Context: an optimization exercise on an open-source flow, tuned for small area, a short achievable clock period and few clock cycles. The choices shown serve that exercise and are no tape-out recipe. Function was not checked in any run shown here: the RTL went through the layout flow alone. Power is estimated from default activity; no workload was simulated.

`flow/flow/run.sh`:
```
#!/bin/bash
set -euo pipefail
bash standard.sh synth > synth.log 2>&1
bash standard.sh SETUP_SLACK_MARGIN=6.65 finish > layout.log 2>&1
```
`flow/standard.sh`:
```
#!/bin/bash
# synth_recipe.tcl (not shown) runs the flow's synth.tcl, then flattens the netlist and writes it again
# the make line also repeats each setting of config.mk as NAME=value (left out here)
make -C /OpenROAD-flow-scripts/flow DESIGN_CONFIG=/design/flow/config.mk WORK_HOME=/design/flow/orfs CLKGATE_MAP_FILE= SYNTH_SCRIPT=/design/flow/synth_recipe.tcl "${@:-finish}"
```
`flow/config.mk`:
```
export PLATFORM = sky130hd
export DESIGN_NAME = top
export DESIGN_NICKNAME = top
export VERILOG_FILES = /design/flow/design.v
export SDC_FILE = /design/flow/constraint.sdc
export NUM_CORES = 8
export LEC_CHECK = 0
export ABC_CLOCK_PERIOD_IN_PS = 3000
export CAP_MARGIN = 20
export CORE_MARGIN = 2
export CORE_UTILIZATION = 25
export PLACE_DENSITY = 0.45
export SETUP_SLACK_MARGIN = 5
export SLEW_MARGIN = 20
```
`flow/constraint.sdc`:
```
create_clock -name core_clock -period 10.0 [get_ports {clk}]
set_input_delay 2.0000 -clock core_clock [delete_from_list [all_inputs] [get_ports {clk}]]
set_output_delay 2.0000 -clock core_clock [all_outputs]
set_load 0.01 [all_outputs]
```
`flow/design.v`:
```
module sign_extend(
	input [15:0] imm,
	output [31:0] ext
);
assign ext = {{16{imm[15]}}, imm};
endmodule
module reg_file(
	input clk,
	input [31:0] r1_sel,
	input [31:0] r2_sel,
	input [4:0] r3_addr,
	input [31:0] r3_din,
	input r3_wr,
	output reg [31:0] r1_dout,
	output reg [31:0] r2_dout
);
reg [31:0] rf [0:31];
integer i;
always @(posedge clk)
	if (r3_wr)
		rf[r3_addr] <= r3_din;
always @(*) begin
	r1_dout = 32'd0;
	r2_dout = 32'd0;
	for (i = 0; i < 32; i = i + 1) begin
		r1_dout = r1_dout | ({32{r1_sel[i]}} & rf[i]);
		r2_dout = r2_dout | ({32{r2_sel[i]}} & rf[i]);
	end
end
endmodule
module alu(
	input [31:0] alu_a,
	input [31:0] alu_b,
	output [31:0] alu_out,
	output gtz
);
assign alu_out = alu_a + alu_b;
wire zero = ((alu_a ^ alu_b) == {alu_a[30:0] | alu_b[30:0], 1'b0});
assign gtz = ~alu_out[31] & ~zero;
endmodule
module pc(
	input [31:0] word,
	input [5:0] wpc,
	output redir,
	output [5:0] tgt
);
wire is_j = word[31:26] == 6'b000010;
wire is_b = word[31:26] == 6'b000111;
assign redir = is_j | (is_b & word[15]);
assign tgt = is_j ? word[5:0] : wpc + word[5:0] + 6'd1;
endmodule
module cu(
	input [5:0] op,
	output is_add,    
	output is_addi,
	output is_lw,
	output is_sw,
	output is_bgtz
);
assign is_addi = op == 6'b001000;
assign is_add = (op == 6'b000000) | is_addi;
assign is_lw = op == 6'b100011;
assign is_sw = op == 6'b101011;
assign is_bgtz = op == 6'b000111;
endmodule
module top(
	input clk, rst_n,
	output [5:0] mem_raddr,
	input [31:0] mem_rdata,
	output mem_we,
	output [5:0] mem_waddr,
	output [31:0] mem_wdata
);
localparam NB = 4;               
reg [5:0]  raddr_q;      
reg        ra_fetch;     
reg [5:0]  npc;          
reg        fvalid;       
reg [5:0]  fpc;          
reg        fhit;         
reg [NB-1:0] bv;
reg [NB-1:0] bj;         
reg [5:0]  btag [0:NB-1];
reg [5:0]  btgt [0:NB-1];
reg [1:0]  brr;          
reg        svalid;
reg [31:0] sk_word;
reg [5:0]  spc;
reg        sredir;
reg        dvalid;
reg [31:0] ir;
reg [31:0] dsel_a, dsel_b;
reg        fa_q, fb_q;   
reg [31:0] rv;           
reg [5:0]  dpc;
reg        dredir;       
reg        dpend;        
reg [5:0]  dtgt;         
reg        evalid;
reg        e_add, e_lw, e_sw, e_bgtz, e_j, e_pred;
reg [31:0] e_a, e_b;
reg [5:0]  e_maddr;
reg [4:0]  e_dest;
reg [5:0]  e_pc, e_tgt;
reg        we_q;         
reg        lwb;          
reg        kill;         
integer i;
wire       f_redir;
wire [5:0] f_tgt;
pc pd(.word(mem_rdata), .wpc(fpc), .redir(f_redir), .tgt(f_tgt));
wire       s_redir_unused;
wire [5:0] s_tgt;
pc pds(.word(sk_word), .wpc(spc), .redir(s_redir_unused), .tgt(s_tgt));
wire f_isb = mem_rdata[31:26] == 6'b000111;
wire [31:0] sum;
wire        gtz;
alu alu_1(.alu_a(e_a), .alu_b(e_b), .alu_out(sum), .gtz(gtz));
wire e_go = evalid & ~kill;
wire e_lw0 = e_go & e_lw;           
wire        rf_we = (e_go & e_add) | lwb;
wire [31:0] rf_wd = lwb ? mem_rdata : sum;
wire d_add, d_addi, d_lw, d_sw, d_bgtz;
cu dec(.op(ir[31:26]), .is_add(d_add), .is_addi(d_addi), .is_lw(d_lw),
       .is_sw(d_sw), .is_bgtz(d_bgtz));
wire d_j = ir[31:26] == 6'b000010;
wire [4:0] rs = ir[25:21];
wire [4:0] rt = ir[20:16];
wire [31:0] r1, r2;
reg_file register(
	.clk(clk),
	.r1_sel(dsel_a), .r2_sel(dsel_b),
	.r3_addr(e_dest), .r3_din(rf_wd), .r3_wr(rf_we),
	.r1_dout(r1), .r2_dout(r2)
);
wire [31:0] simm;
sign_extend se(.imm(ir[15:0]), .ext(simm));
wire fwd_a = fa_q;
wire fwd_b = fb_q;
wire [31:0] opa = fwd_a ? rf_wd : r1;
wire [31:0] opb = d_addi ? simm : fwd_b ? rf_wd : r2;
wire [5:0]  maddr_f = rf_wd[5:0] + ir[5:0];
wire [5:0]  maddr_r = r1[5:0] + ir[5:0];
wire [5:0]  maddr = fwd_a ? maddr_f : maddr_r;
wire dlive = dvalid & ~kill;
wire dfire = dlive & ~e_lw0;
wire flive = fvalid & ~kill;
wire [5:0] e_maddr_m1 = e_maddr - 6'd1;
wire sw_hit = (dvalid & (dpc == e_maddr | dpc == e_maddr_m1)) |
              (svalid & (spc == e_maddr | spc == e_maddr_m1)) |
              (fvalid & (fpc == e_maddr | fpc == e_maddr_m1)) |
              (ra_fetch & (raddr_q == e_maddr | raddr_q == e_maddr_m1)) |
              (e_pc == e_maddr_m1);
wire e_mis = e_go & ((e_bgtz & (gtz ^ e_pred)) | (e_sw & sw_hit));
wire [5:0] e_alt = (e_pred | e_sw) ? e_pc + 6'd1 : e_tgt;
wire [5:0] ra1 = raddr_q + 6'd1;
reg [NB-1:0] bhit, jhit;
reg [5:0]    bsel, jsel;
always @(*) begin
	bsel = 6'd0;
	jsel = 6'd0;
	for (i = 0; i < NB; i = i + 1) begin
		bhit[i] = bv[i] & (btag[i] == raddr_q);
		jhit[i] = bv[i] & bj[i] & (btag[i] == ra1);
		bsel = bsel | ({6{bhit[i]}} & btgt[i]);
		jsel = jsel | ({6{jhit[i]}} & btgt[i]);
	end
end
wire bpred = ra_fetch & (|bhit);
wire [5:0] succ = !ra_fetch ? npc : bpred ? bsel : (|jhit) ? jsel : ra1;
wire req_lw = dfire & d_lw;
wire req_d  = dlive & dpend;
wire req_f  = flive & f_redir & ~fhit;
wire take_d = ~req_lw & req_d;                  
wire take_f = ~req_lw & ~req_d & req_f;
wire [5:0] seq_addr = take_d ? dtgt : take_f ? f_tgt : succ;
wire [5:0] ra_next = req_lw ? maddr : seq_addr;
reg [NB-1:0] bm_pc, bm_st;
always @(*)
	for (i = 0; i < NB; i = i + 1) begin
		bm_pc[i] = bv[i] & (btag[i] == e_pc);
		bm_st[i] = bv[i] & (btag[i] == e_maddr);
	end
wire b_ins = e_go & (e_j | (e_bgtz & gtz));
wire b_del = e_go & e_bgtz & ~gtz;
wire b_any = |bm_pc;
wire d_accept = ~dvalid | dfire;
wire [31:0] d_word = svalid ? sk_word : mem_rdata;    
wire [4:0] d_dest = (ir[31:26] == 6'b000000) ? ir[15:11] : rt;
wire [4:0] dest_next = dfire ? d_dest : e_dest;
wire       we_next = (dfire & d_add) | e_lw0;     
wire [4:0] rs_next = d_accept ? d_word[25:21] : rs;
wire [4:0] rt_next = d_accept ? d_word[20:16] : rt;
wire [31:0] rv_next = rv | ({31'd0, rf_we} << e_dest);
wire f_keep = flive & ~take_d;                  
wire f_pt = f_redir | (fhit & f_isb);           
always @(posedge clk or negedge rst_n)
	if (!rst_n) begin
		rv <= 32'd0;
		ra_fetch <= 1'b1;
		npc <= 6'd0;
		fvalid <= 1'b0;
		fhit <= 1'b0;
		svalid <= 1'b0;
		dvalid <= 1'b0;
		dpend <= 1'b0;
		evalid <= 1'b0;
		we_q <= 1'b0;
		lwb <= 1'b0;
		kill <= 1'b0;
		bv <= {NB{1'b0}};
		brr <= 2'd0;
	end else begin
		kill <= e_mis;
		lwb <= e_lw0;
		we_q <= dfire & d_sw & ~e_mis;
		evalid <= dfire;
		rv <= rv_next;
		if (req_lw)
			npc <= succ;
		ra_fetch <= e_mis | ~req_lw;
		fvalid <= ra_fetch & ~take_d & ~take_f;
		fhit <= bpred;
		if (kill) begin
			dvalid <= 1'b0;
			svalid <= 1'b0;
			dpend <= 1'b0;
		end else if (d_accept) begin
			if (svalid) begin
				dvalid <= ~take_d;
				dpend <= 1'b0;
				svalid <= f_keep;
			end else begin
				dvalid <= f_keep;
				dpend <= f_keep & req_f & req_lw;
			end
		end else begin
			if (take_d)
				dpend <= 1'b0;
			svalid <= f_keep;
		end
		if (we_q)
			bv <= bv & ~bm_st;
		else if (b_del)
			bv <= bv & ~bm_pc;
		else if (b_ins) begin
			if (!b_any) begin
				bv[brr] <= 1'b1;
				brr <= brr + 2'd1;
			end
		end
	end
always @(posedge clk)
	if (b_ins && !b_any) begin
		btag[brr] <= e_pc;
		btgt[brr] <= e_tgt;
		bj[brr] <= e_j;
	end
always @(posedge clk)
	raddr_q <= !rst_n ? 6'd0 : e_mis ? e_alt : ra_next;
always @(posedge clk) begin
	fpc <= raddr_q;
	e_pc <= dpc;
	e_tgt <= dtgt;
	e_a <= opa;
	e_b <= opb;
	e_maddr <= maddr;
	e_add <= d_add;
	e_lw <= d_lw;
	e_sw <= d_sw;
	e_bgtz <= d_bgtz;
	e_j <= d_j;
	e_pred <= dredir;
	if (dfire)
		e_dest <= d_dest;
	dsel_a <= (32'd1 << rs_next) & rv_next;
	dsel_b <= (32'd1 << rt_next) & rv_next;
	fa_q <= we_next & (dest_next == rs_next);
	fb_q <= we_next & (dest_next == rt_next);
	if (d_accept) begin
		if (svalid) begin
			ir <= sk_word;
			dpc <= spc;
			dredir <= sredir;
			dtgt <= s_tgt;
		end else begin
			ir <= mem_rdata;
			dpc <= fpc;
			dredir <= f_pt;
			dtgt <= f_tgt;
		end
	end
	if (svalid ? d_accept : ~d_accept) begin
		sk_word <= mem_rdata;
		spc <= fpc;
		sredir <= f_pt;
	end
end
assign mem_raddr = raddr_q;
assign mem_we = we_q;
assign mem_waddr = e_maddr;
assign mem_wdata = e_b;
endmodule
```
==> results_dict.tcl, run 1 <==
set metrics [dict create \
    worst_r2r_path_depth 16 \
    leakagePower_nw 25.74 \
    ys_warn_count 2 \
    avgRoutedWirePerCell_um 41.40 \
    grt-ovfl-total 0 \
    path_clk_slew_ps 60 \
    cp_data_arrival_time_ps 4240 \
    ctsHoldBuffers 0 \
    drive_gt1_frac 0.2243 \
    yosysUniqueCellTypes 95 \
    path_max_fanout 19 \
    coreArea_mm2 0.2401 \
    antenna_found_initial 30 \
    routabilityCongestion 0.8919 \
    grt_usage 0.2604 \
    hold_start "dpc[4]" \
    rr_endpoint "raddr_q[5]" \
    clock_sinks 1385 \
    postRouteAntennaNets 0 \
    drt-vias-per-instance 6.321 \
    synthFlopType "edfxtp_1" \
    maxCapViolCount 0 \
    vias 51000 \
    rsz0062_at_grt "yes" \
    holdPathEnd "e_pc[4]" \
    hold_path_class "flop to flop" \
    hpwl_um 179400 \
    ios 79 \
    clock_path_buffers 3 \
    max_slew_margin 0.1646 \
    grt_pass1_vias 46900 \
    setup_tns_ps 0 \
    power.density_mw_per_mm2 294.4 \
    rows 180 \
    async_flop_share 0.03899 \
    layout.nets 4858 \
    hold_violations 0 \
    insertion_delay_ps 850 \
    die_area_mm2 0.2449 \
    grt_max_degree 48 \
    grt_pass1_wl_um 433300 \
    avgSynthCellArea_um2 13.76 \
    p_total_mw 22.29 \
    cts_root_buf "clkbuf_16" \
    worstHoldPathCells 0 \
    die_y_um 494.9 \
    cts_buffers 151 \
    remaining_drc_errors 0 \
    r2r-start "dsel_a[8]" \
    period_needed_ps 3494 \
    outcome "timing/DRC/antenna clean" \
    syn_area_mm2 0.06025 \
    post_synth_inst_count 4380 \
    timing.setup.critical_path_class "flop to flop" \
    irDropWorstVdd_uv 177.5 \
    reg2reg_slack_ps 6510 \
    fmax_mhz 286.2 \
    synth_enable_flop_cells 1160 \
    worst_slew_pin_slew_ps 1244 \
    place.port_buffers 78 \
    areaGrowthSynthToFinish_pct 25.66 \
    start_util 0.2510 \
    period_share 0.3494 \
    h-tree-depth 4 \
    drt_pre_antenna_iters 10 \
    die_x_um 494.9 \
    critPathCaptureType "flop" \
    ys_seq_elements 1385 \
    syn_nets 4503 \
    ys_seq_area_frac 0.6574 \
    setup-violations-final 0 \
    cts_tree "yes" \
    crit_path_start_kind "flop" \
    routed_wl_um 334100 \
    fin_worst_skew_ps 54.00 \
    cp.required_ps 10750 \
    maxSlewViolCount 0 \
    drt-initial-drc-count 11160 \
]
logic make-up (layout without fill, tap and decap cells):
| kind of cell | count (synthesis) | in the layout | synth area share |
|---|---|---|---|
| DFF | 1385 | 1385 | 0.6574 |
| AOI/OAI and AO/OA | 1379 | 1382 | 0.1822 |
| and+or+nand+nor | 781 | 789 | 0.06685 |
| buffers and inverters | 449 | 921 | 0.02889 |
| xor gates and xnor gates | 224 | 224 | 0.03281 |
| adders and majority gates | 89 | 89 | 0.01898 |
| muxes | 73 | 73 | 0.01288 |
| other | 0 | 21 | 0 |
cell type report:
class | count | area (um^2)
fill | 23900 | 164400
sequential | 1385 | 39890
multi-input combinational | 2557 | 20610
timing repair buffer | 462 | 5233
clock buffer | 203 | 4106
tap | 3185 | 3985
clock inverter | 78 | 1052
inverter | 165 | 679.4
timing repair inverter | 13 | 97.59
antenna | 21 | 52.55
layer usage:
metal  vias up  share of wire  GRT usage
met2      5303           0.41     0.3752
met5         -         0.0012   0.006849
met3      1431           0.15     0.1057
li1      18620              -          -
met4        26          0.075     0.1552
met1     25630           0.36     0.3249
critical path: stages (launching register included):
cell	delay, ps
dfxtp_2	320
buf_6	240
buf_12	270
a22oi_1	290
nand3_1	130
nor3_2	220
buf_4	210
a21oi_1	90
ha_1	380
inv_1	60
o21bai_1	180
a21oi_2	100
xor2_2	190
xnor2_2	270
o2bb2ai_2	130
o211ai_1	100
mux2i_1	150
worst max-delay path by stage:
stage / cells past startpoint / slack [ps] / startpoint / to
detailed placement: 14 / 5120 / mem_rdata[0] / raddr_q[4]
global placement: 14 / 5050 / mem_rdata[1] / raddr_q[5]
floorplan: 13 / 6200 / mem_rdata[1] / raddr_q[5]
CTS: 1 / 6240 / e_maddr[3] / mem_waddr[3]
global route: 13 / 6480 / e_b[0] / register.rf[4][28]
finish: 16 / 6510 / dsel_a[8] / raddr_q[5]
per-stage QoR:
stage	setup WS (ps)	util	hold WS, ps	instances	cell area [um^2]
global route	6479	0.3152	395.5	8049	75660
detailed placement	5125	0.2738	382.0	7525	65730
floorplan	6199	-	323.3	4380	60440
CTS	6242	0.3097	393.3	7985	74340
finish	6506	0.3154	392.9	8069	75710
global placement	5050	0.2735	376.6	7521	65660
Yosys cell counts, types with 10 or more instances:
master,number,share of area
and2_1,13,0.0013
nor2b_1,12,0.0012
nand2_1,137,0.0085
nor3_1,144,0.012
xor2_1,93,0.014
edfxtp_1,1160,0.58
inv_1,165,0.010
buf_1,36,0.0022
dfrtp_1,53,0.022
a221oi_1,317,0.046
or3_1,11,0.0011
nor4_1,21,0.0022
a222oi_1,64,0.011
ha_1,85,0.018
o21a_1,10,0.0012
nand3_1,116,0.0096
a21o_1,37,0.0046
mux2i_1,43,0.0071
nor2_1,124,0.0077
a22o_1,325,0.047
a31oi_1,14,0.0015
nand4_1,140,0.015
and3_1,10,0.0010
mux2_2,28,0.0052
a22oi_1,279,0.035
dfxtp_1,171,0.057
a21oi_1,142,0.012
buf_2,25,0.0021
xnor2_1,129,0.019
clkbuf_1,218,0.014
o21ai_0,64,0.0053
nand2b_1,13,0.0013
a211oi_1,22,0.0027
cell usage in the layout (no fill, tap or decap), drive strengths merged, types with 117 or more instances in the layout:
master | synthesis | routed
edfxtp | 1160 | 1160
buf | 65 | 417
a22o | 325 | 325
a221oi | 318 | 318
a22oi | 279 | 279
clkbuf | 219 | 207
dfxtp | 171 | 171
inv | 165 | 158
a21oi | 145 | 146
nor3 | 144 | 144
nand2 | 137 | 141
nand4 | 140 | 140
xnor2 | 130 | 130
nor2 | 125 | 125
nand3 | 117 | 117
report_power, final:
| group | total [mW] | internal, mW | switching [mW] |
|---|---|---|---|
| sequential | 8.78 | 8.18 | 0.600 |
| combinational | 7.59 | 2.53 | 5.05 |
| clock | 5.92 | 3.37 | 2.55 |
registers in the layout, summed over array words and instances, names as in the netlist, 24 cells and up:
register	count
btag	24
btgt	24
dsel_a	32
dsel_b	32
e_a	32
e_b	32
ir	32
register.rf	1024
rv	32
sk_word	32
what timing repair did:
item | 4_1_cts | 5_1_grt
pin swaps | 64 | 55
cloned | 26 | 13
resized for setup | 660 | 153
setup endpoints to repair | 1666 | 834
buffers inserted | 153 | 48
==> run 2: changes to the inputs <==
--- a/flow/design.v
+++ b/flow/design.v
@@ -7,4 +7,5 @@
 module reg_file(
 	input clk,
+	input [31:0] r0_sel,
 	input [31:0] r1_sel,
 	input [31:0] r2_sel,
@@ -12,4 +13,5 @@
 	input [31:0] r3_din,
 	input r3_wr,
+	output reg [5:0] r0_dout,
 	output reg [31:0] r1_dout,
 	output reg [31:0] r2_dout
@@ -21,7 +23,9 @@
 		rf[r3_addr] <= r3_din;
 always @(*) begin
+	r0_dout = 6'd0;
 	r1_dout = 32'd0;
 	r2_dout = 32'd0;
 	for (i = 0; i < 32; i = i + 1) begin
+		r0_dout = r0_dout | ({6{r0_sel[i]}} & rf[i][5:0]);
 		r1_dout = r1_dout | ({32{r1_sel[i]}} & rf[i]);
 		r2_dout = r2_dout | ({32{r2_sel[i]}} & rf[i]);
@@ -92,4 +96,5 @@
 reg [31:0] dsel_a, dsel_b;
 reg        fa_q, fb_q;   
+reg [5:0]  d_e6;         
 reg [31:0] rv;           
 reg [5:0]  dpc;
@@ -128,6 +133,9 @@
 wire [4:0] rt = ir[20:16];
 wire [31:0] r1, r2;
+wire [5:0]  r0;
+wire [31:0] nsel_a, nsel_b;      
 reg_file register(
 	.clk(clk),
+	.r0_sel(nsel_a), .r0_dout(r0),
 	.r1_sel(dsel_a), .r2_sel(dsel_b),
 	.r3_addr(e_dest), .r3_din(rf_wd), .r3_wr(rf_we),
@@ -140,9 +148,10 @@
 wire [31:0] opa = fwd_a ? rf_wd : r1;
 wire [31:0] opb = d_addi ? simm : fwd_b ? rf_wd : r2;
-wire [5:0]  maddr_f = rf_wd[5:0] + ir[5:0];
-wire [5:0]  maddr_r = r1[5:0] + ir[5:0];
+wire [5:0]  maddr_f = sum[5:0] + ir[5:0];
+wire [5:0]  maddr_r = d_e6 + ir[5:0];
 wire [5:0]  maddr = fwd_a ? maddr_f : maddr_r;
 wire dlive = dvalid & ~kill;
-wire dfire = dlive & ~e_lw0;
+wire d_replay = dlive & (d_lw | d_sw) & fwd_a & lwb;
+wire dfire = dlive & ~e_lw0 & ~d_replay;
 wire flive = fvalid & ~kill;
 wire [5:0] e_maddr_m1 = e_maddr - 6'd1;
@@ -193,4 +202,7 @@
 wire [4:0] rt_next = d_accept ? d_word[20:16] : rt;
 wire [31:0] rv_next = rv | ({31'd0, rf_we} << e_dest);
+assign nsel_a = (32'd1 << rs_next) & rv_next;
+assign nsel_b = (32'd1 << rt_next) & rv_next;
+wire [5:0] base_next = (rf_we && e_dest == rs_next) ? rf_wd[5:0] : r0;
 wire f_keep = flive & ~take_d;                  
 wire f_pt = f_redir | (fhit & f_isb);           
@@ -212,5 +224,5 @@
 		brr <= 2'd0;
 	end else begin
-		kill <= e_mis;
+		kill <= e_mis | d_replay;
 		lwb <= e_lw0;
 		we_q <= dfire & d_sw & ~e_mis;
@@ -258,5 +270,5 @@
 	end
 always @(posedge clk)
-	raddr_q <= !rst_n ? 6'd0 : e_mis ? e_alt : ra_next;
+	raddr_q <= !rst_n ? 6'd0 : e_mis ? e_alt : d_replay ? dpc : ra_next;
 always @(posedge clk) begin
 	fpc <= raddr_q;
@@ -274,6 +286,7 @@
 	if (dfire)
 		e_dest <= d_dest;
-	dsel_a <= (32'd1 << rs_next) & rv_next;
-	dsel_b <= (32'd1 << rt_next) & rv_next;
+	dsel_a <= nsel_a;
+	dsel_b <= nsel_b;
+	d_e6 <= base_next;
 	fa_q <= we_next & (dest_next == rs_next);
 	fb_q <= we_next & (dest_next == rt_next);
==> flow/flow/run.sh (replaced) <==
#!/bin/bash
set -euo pipefail
bash standard.sh synth > synth.log 2>&1
bash standard.sh SETUP_SLACK_MARGIN=6.8 finish > layout.log 2>&1
==> run 2 against run 1 <==
Compared with the run above: still clean on timing, DRC and antenna; final cell count grew 5.8%; non-clock buffer count grew 123; critical path depth fell by 1; global-route usage grew 2.3 points; synthesized area is 3.2% higher; critical endpoint is now e_b[22]; largest cell class unchanged; highest routed layer unchanged.
==> results_dict.tcl, run 2 <==
set metrics [dict create \
    outcome "timing/DRC/antenna clean" \
    p_total_mw 24.09 \
    rsz0062_at_grt "yes" \
    path_max_fanout 4 \
    synth_area_leaders "edfxtp_1, dfxtp_1, a22o_1" \
    layout_commonest_cell "edfxtp_1" \
    clock_path_buffers 3 \
    grt_usage 0.2830 \
    rows 183 \
    largest_register "register.rf" \
    cp_data_arrival_time_ps 4360 \
    period_share 0.3656 \
    grt_max_degree 62 \
    die_area_mm2 0.2527 \
    synth_enable_flop_cells 1160 \
    dp_cells 7863 \
    n_fill_cell 24170 \
    path_cells "ha_4 -> fa_2 -> a211oi_2 -> o211ai_1 -> a41oi_2 -> a21oi_4 -> a221oi_4 -> a21oi_2 -> xnor2_2 -> nor2_4 -> a21oi_2 -> buf_6 -> buf_6 -> buf_6 -> a22oi_2" \
    reg2reg_slack_ps 6340 \
    ys_seq_area_frac 0.6391 \
    period_needed_ps 3656 \
    synthFlopType "edfxtp_1" \
    max_slew_margin 0.07866 \
    maxSlewViolCount 0 \
    yosys.area.top_type_share 0.5603 \
    cp_num_buf_inv 3 \
    drive_gt1_frac 0.2638 \
    avgSynthCellArea_um2 13.55 \
    hold_path_class "flop to flop" \
    drt-met1-wl_um 131800 \
    cts_root_buf "clkbuf_16" \
    routed_wl_um 371300 \
    crit_path_max_incr_delay_ps 400 \
    areaGrowthSynthToFinish_pct 28.87 \
    start_util 0.2507 \
    largest_register_ff_count 1024 \
    ctsHoldBuffers 0 \
    grt_pass1_vias 51120 \
    die_x_um 502.7 \
    worst_r2r_path_depth 15 \
    fmax_mhz 273.6 \
    crit_path_start_kind "flop" \
    syn_area_mm2 0.06217 \
    hold_start "dredir" \
    worst_slew_pin_slew_ps 1371 \
    ys_warn_count 2 \
    path_clk_slew_ps 70 \
    ios 79 \
    maxCapViolCount 0 \
    post_synth_inst_count 4588 \
    h-tree-depth 4 \
    fin_worst_skew_ps 79.71 \
    path_delay_family "compound AO/OA/AOI/OAI gates" \
    vias 54740 \
    critPathCaptureType "flop" \
    grt-ovfl-total 0 \
    cpMaxStageDelayCell "fa_2" \
    cts_tree "yes" \
    antenna_found_initial 23 \
    leakagePower_nw 27.35 \
    placed_cell_area_mm2 0.06807 \
    yosysUniqueCellTypes 97 \
    r2r-start "e_b[0]" \
    layout_common_cells "edfxtp_1, a22oi_1, a22o_1" \
    irDropWorstVdd_uv 197.2 \
    yosysMostFrequentCell "edfxtp_1" \
    ys_seq_elements 1391 \
    power.density_mw_per_mm2 300.7 \
    instances_no_fill 8538 \
    hpwl_um 207600 \
    synthTopCellsByCount "edfxtp_1, a22oi_1, a22o_1" \
    layout.nets 5184 \
    coreArea_mm2 0.2480 \
    syn_nets 4711 \
    top_layer_used "met5" \
    place.port_buffers 78 \
    synth_area_leader_cell "edfxtp_1" \
    rr_endpoint "e_b[22]" \
    drt-vias-per-instance 6.412 \
    setup_tns_ps 0 \
    setup-violations-final 0 \
    grt_pass1_wl_um 482700 \
    cp.required_ps 10700 \
    drt-initial-drc-count 11890 \
    clock_sinks 1391 \
    drt_pre_antenna_iters 13 \
    met2WireLength_um 151100 \
    timing.setup.critical_path_class "flop to flop" \
    postRouteAntennaNets 0 \
    insertion_delay_ps 860 \
    die_y_um 502.7 \
    dr_wl_met3_um 57000 \
    hold_violations 0 \
    holdPathEnd "e_pred" \
    cp_common_cell "buf_6" \
    cts_buffers 153 \
    routabilityCongestion 0.9893 \
    worstHoldPathCells 0 \
    remaining_drc_errors 0 \
    avgRoutedWirePerCell_um 43.49 \
    stdcell_area_mm2 0.08012 \
    async_flop_share 0.03882 \
]
## run 2: area by class of cell
type,count,area [um^2],area share
Timing Repair Buffer,585,6549,0.08174
Clock buffer,205,4125,0.05149
Antenna cell,19,47.55,0.0005935
Tap cell,3330,4167,0.05201
Inverter,159,681.9,0.008512
Sequential cell,1391,39950,0.4986
Clock inverter,78,968.4,0.01209
Multi-Input combinational cell,2749,23430,0.2925
Timing Repair inverter,22,193.9,0.002421
## run 2: worst max-delay path by stage
stage	startpoint	to	slack, ps	cells past startpoint
after CTS	e_b[0]	register.rf[25][20]	6430	14
after global routing	e_b[0]	e_b[22]	6360	15
after floorplan	mem_rdata[31]	raddr_q[1]	6110	10
after detailed placement	mem_rdata[23]	d_e6[1]	4640	10
after global placement	mem_rdata[23]	d_e6[4]	4710	9
final	e_b[0]	e_b[22]	6340	15
## run 2: stage by stage
step / utilization / setup WS [ps] / hold slack, ps
floorplan: - / 6108 / 323.3
finish: 0.3231 / 6344 / 351.4
global route: 0.3229 / 6364 / 368.3
global placement: 0.2743 / 4706 / 333.4
CTS: 0.3171 / 6428 / 364.0
detailed placement: 0.2745 / 4639 / 336.2
## run 2: where the power goes
part | total (mW) | switching, mW | leakage [nW] | internal [mW]
Sequential | 8.80 | 0.703 | 13.0 | 8.10
Combinational | 9.42 | 5.64 | 11.9 | 3.78
Clock | 5.87 | 2.63 | 2.46 | 3.24
## run 2: logic make-up (layout without fill, tap and decap cells)
| kind of cell | Yosys count | after routing | synth area share |
|---|---|---|---|
| compound gates | 1506 | 1510 | 0.1900 |
| flops | 1391 | 1391 | 0.6391 |
| simple gates | 819 | 826 | 0.07265 |
| buf+inv | 462 | 1049 | 0.02916 |
| xor+xnor | 226 | 226 | 0.03387 |
| mux | 94 | 97 | 0.01670 |
| fa+ha+maj | 90 | 90 | 0.01856 |
| other cells | 0 | 19 | 0 |
## run 2: layer usage
layer	global-route usage	vias up
li1	-	19850
met1	0.3419	27500
met3	0.1257	1697
met4	0.1789	32
met2	0.4075	5670
met5	0.01294	-
## run 2: timing repair
action | in CTS | in global routing
setup endpoints to repair | 1527 | 922
setup buffers | 268 | 51
cloned | 42 | 12
gates resized for setup | 766 | 197
pin swaps | 152 | 90

==> separate check: timing with driven ports <==
No port has a modelled driver above. Below, the same layouts with a new extraction and two added sets of constraints. Step 1 assumes that a clkbuf_16 drives the clock port and a buf_2 every other input. Step 2 adds t to the input delays and takes it off the output delays; t is the mean of the earliest and latest rising clock arrival at the registers after step 1. Input paths then give back, and output paths get back, about the clock's delay inside the block. a / b / c = ideal / step 1 / step 2; a / b = the first two.
run | t, ns | setup WS [ns] | worst register clock-pin slew, ns | pins driven straight from the clock port
run 1 | 0.915 | 6.506 / 6.482 / 5.745 | 0.07 / 0.07 | 1
run 2 | 0.917 | 6.344 / 6.344 / 5.522 | 0.07 / 0.07 | 1
After both steps setup and hold are still met in every run listed. The setup slack of run 2, which loses most, moves by 0.000 ns with the drivers and by -0.822 ns with both steps.
